This design comes from an exercise in tuning for small area, a short achievable clock period and few clock cycles per item on the open sky130 flow, not from production work.
The flow treats the clock pin as an ideal source. Dropping or thinning the clock tree relies on that and would not hold on a real chip.

// sharpening_hw
module sharpening_hw(clk, rst_n, s_axis_tdata, s_axis_tvalid, s_axis_tuser, s_axis_tlast, s_axis_tready, m_axis_tdata, m_axis_tvalid, m_axis_tuser, m_axis_tlast, m_axis_tready, hwsw_sel);
    input wire clk;
    input wire rst_n;
    input wire [23:0] s_axis_tdata;
    input wire s_axis_tvalid;
    input wire s_axis_tuser;
    input wire s_axis_tlast;
    output wire s_axis_tready;
    output wire [23:0] m_axis_tdata;
    output wire m_axis_tvalid;
    output wire m_axis_tuser;
    output wire m_axis_tlast;
    input wire m_axis_tready;
    input wire hwsw_sel;
    localparam W = 1280;
    localparam L = 40;
    reg        va, vb, v3, v4, ov, kv;
    reg [25:0] da, db, d3, d4;       
    reg [14:0] pra;
    reg [15:0] pga;
    reg [10:0] pba;
    reg [7:0]  yb;
    reg signed [10:0] det4;
    reg [49:0] od, kd;               
    reg [5:0]  ph;                   
    reg        started;
    reg        adv;                  
    reg        proc;                 
    wire [14:0] pr;
    wire [15:0] pg;
    wire [10:0] pb;
    intensity_kernel ik0(.rgb(s_axis_tdata), .pr(pr), .pg(pg), .pb(pb));
    wire [7:0] ysum;
    intensity_sum is0(.pr(pra), .pg(pga), .pb(pba), .y(ysum));
    wire signed [10:0] n_p;
    wire [8:0] n_q;
    stencil_buf #(.W(W), .L(L)) sb0(
        .clk(clk), .rst_n(rst_n), .we(proc), .y_in(yb), .d_p(n_p), .d_q(n_q));
    wire signed [10:0] det;
    sharpening_kernel ek0(.d_p(n_p), .d_q(n_q), .detail(det));
    wire [23:0] sharp4;
    sharpening_clamp ec0(.rgb(d4[23:0]), .detail(det4), .sharp(sharp4));
    wire [49:0] res4 = {d4[25:24], sharp4, d4[23:0]};
  ...
==> flow/config.mk <==
export PLATFORM = sky130hd
export DESIGN_NAME = sharpening_hw
export DESIGN_NICKNAME = sharpening_hw
export VERILOG_FILES = /design/flow/design.v
export SDC_FILE = /design/flow/constraint.sdc
export NUM_CORES = 8
export LEC_CHECK = 0
export ABC_CLOCK_PERIOD_IN_PS = 2500
export CAP_MARGIN = 20
export CORE_MARGIN = 2
export CORE_UTILIZATION = 70
export CTS_CLUSTER_DIAMETER = 100
export CTS_CLUSTER_SIZE = 28
export SETUP_SLACK_MARGIN = 2.5
export SLEW_MARGIN = 20
==> flow/constraint.sdc <==
create_clock -name core_clock -period 5.0 [get_ports {clk}]
set_input_delay 1.0000 -clock core_clock [delete_from_list [all_inputs] [get_ports {clk}]]
set_output_delay 1.0000 -clock core_clock [all_outputs]
set_load 0.01 [all_outputs]
run.sh (not shown) runs the stock make flow with config.mk's settings and CLKGATE_MAP_FILE= SYNTH_SCRIPT=/design/flow/synth_recipe.tcl, a recipe that flattens the netlist after the stock synthesis.
Next try:
Settings changed: CORE_UTILIZATION 70 to 80, CTS_CLUSTER_DIAMETER 100 to 80, CTS_CLUSTER_SIZE 28 to 24.
This time the run failed in detailed placement (DPL-0033). Synthesized area stays the same. Synthesized cell count does not change.
No functional check of the RTL was part of any run of this note.


== JK ==
Another version of the RTL of sharpening_hw (not shown whole).
Size: roughly 23000 cells after synthesis, ~440000 um2 of cells after synthesis.
==> flow/design.v (excerpt) <==
module sharpening_hw(clk, rst_n, s_axis_tdata, s_axis_tvalid, s_axis_tuser, s_axis_tlast, s_axis_tready, m_axis_tdata, m_axis_tvalid, m_axis_tuser, m_axis_tlast, m_axis_tready, hwsw_sel);
Settings: LEC_CHECK=0, ABC_CLOCK_PERIOD_IN_PS=2500, CAP_MARGIN=20, CORE_MARGIN=2, CORE_UTILIZATION=74, SETUP_SLACK_MARGIN=2.5, SLEW_MARGIN=20; clock period 5.0 ns.
standard.sh (not shown) runs the stock make flow with config.mk's settings and CLKGATE_MAP_FILE= SYNTH_SCRIPT=/design/flow/synth_recipe.tcl, a recipe that flattens the netlist after the stock synthesis.
==> flow/flow/run.sh <==
#!/bin/bash
# The standard layout, with three changes:
# - the data ports grouped on one edge (io.tcl runs just before the I/O pins
#   are placed);
# - clock tree synthesis without dummy loads;
# - after clock tree synthesis, the tree's root buffer removed, so the clock
#   port drives the four first-level buffers directly (rootless.tcl). Global
#   routing then repairs timing on the changed tree as usual.
set -euo pipefail
export PRE_IO_PLACEMENT_TCL="$PWD/flow/io.tcl"
export CTS_ARGS="-sink_clustering_enable -repair_clock_nets -sink_clustering_size 30 -sink_clustering_max_diameter 80 -dont_use_dummy_load"
export POST_CTS_TCL="$PWD/flow/rootless.tcl"
bash standard.sh > standard.log 2>&1
==> flow/flow/io.tcl <==
# Keep the ports together in the middle of the bottom edge, so the small input
# and output logic sits next to its pins and the clock pin is as close to the
# die centre as an edge allows.
set io_names {}
foreach p [concat [all_inputs] [all_outputs]] {
  set n [get_name $p]
  if {$n ne "rst_n"} { lappend io_names $n }
}
set die_x [expr {[[[ord::get_db_block] getDieArea] xMax] / 1000.0}]
set mid [expr {$die_x / 2.0}]
set_io_pin_constraint -pin_names $io_names -region bottom:[expr {$mid - 60}]-[expr {$mid + 60}]
==> flow/flow/rootless.tcl <==
proc remove_clock_root {} {
  set block [ord::get_db_block]
  set port_net [[$block findBTerm clk] getNet]
  set roots {}
  foreach it [$port_net getITerms] { lappend roots [$it getInst] }
  if {[llength $roots] != 1} { puts "ROOTLESS: port drives [llength $roots] cells, left as is"; return }
  set root [lindex $roots 0]
  set out_net ""
  foreach it [$root getITerms] {
    if {[$it isOutputSignal]} { set out_net [$it getNet] }
  }
  set loads {}
  foreach it [$out_net getITerms] {
    if {[$it getInst] ne $root} { lappend loads $it }
  }
  if {[llength $loads] > 4} { puts "ROOTLESS: root drives [llength $loads] pins, left as is"; return }
  puts "ROOTLESS: removing [$root getName] ([[$root getMaster] getName]), [llength $loads] loads move to the port"
  foreach it $loads { $it disconnect; $it connect $port_net }
  foreach it [$root getITerms] { $it disconnect }
  odb::dbInst_destroy $root
  odb::dbNet_destroy $out_net
}
remove_clock_root
No final results exist for JK, since it was stopped by error DPL-0033 during 4_1_cts.
Input changes introduced in MS (baseline for comparison: JK):
Settings: swapping 74 for 72 in CORE_UTILIZATION.
--- outcome ---
Cell area after synthesis: JK vs MS identical. MS did not stop at any stage, and its layout met the timing, design-rule and antenna checks. Summary of MS over JK: overall die height has increased, horizontal die dimension has increased. Total of flip-flops plus latches after synthesis: MS vs JK identical. Diff JK..MS | clock sink count | negligible. Summary of MS over JK: cell total after placement rose 252; share of synthesized registers carrying an async set or reset about even; final HPWL from detailed placement -3.4%; total placed instance area closely matched the old numbers. Fraction of the mapped netlist area in adder cells came out exactly the same in MS and JK.
Function was not checked in any run of this note: the RTL went through the layout flow alone.

## what the ideal ports hide
No port has a modelled driver above. Below, the same layouts with a new extraction and two added sets of constraints. Step 1: set_driving_cell puts a clkbuf_16 on clk and a buf_2 on each other input, an assumption about the parent block. Step 2 times the ports against the registers' clock, not the clock port: input delays grow and output delays shrink by t, the midpoint of the rising clock arrivals with the driver on. Slacks: ideal ports / drivers / drivers and shift; pairs: ideal ports / drivers.
run | shift t [ns] | setup WS [ns] | worst hold slack (ns) | clock arrival spread, ns | worst register clock-pin slew, ns
the first run of note 1 | 1.226 | 1.724 / 1.644 / 0.579 | 0.151 / 0.067 / 0.294 | 0.062 / 0.062 | 0.12 / 0.12
MS | 1.004 | 2.280 / 2.194 / 1.828 | 0.250 / 0.250 / 0.250 | 0.120 / 0.119 | 0.12 / 0.12
After both steps setup and hold are still met in every run listed. For the first run of note 1, which loses most, drivers alone change the setup slack by -0.080 ns; drivers and shift together by -1.145 ns. The worst setup slack also covers recovery checks on asynchronous resets.
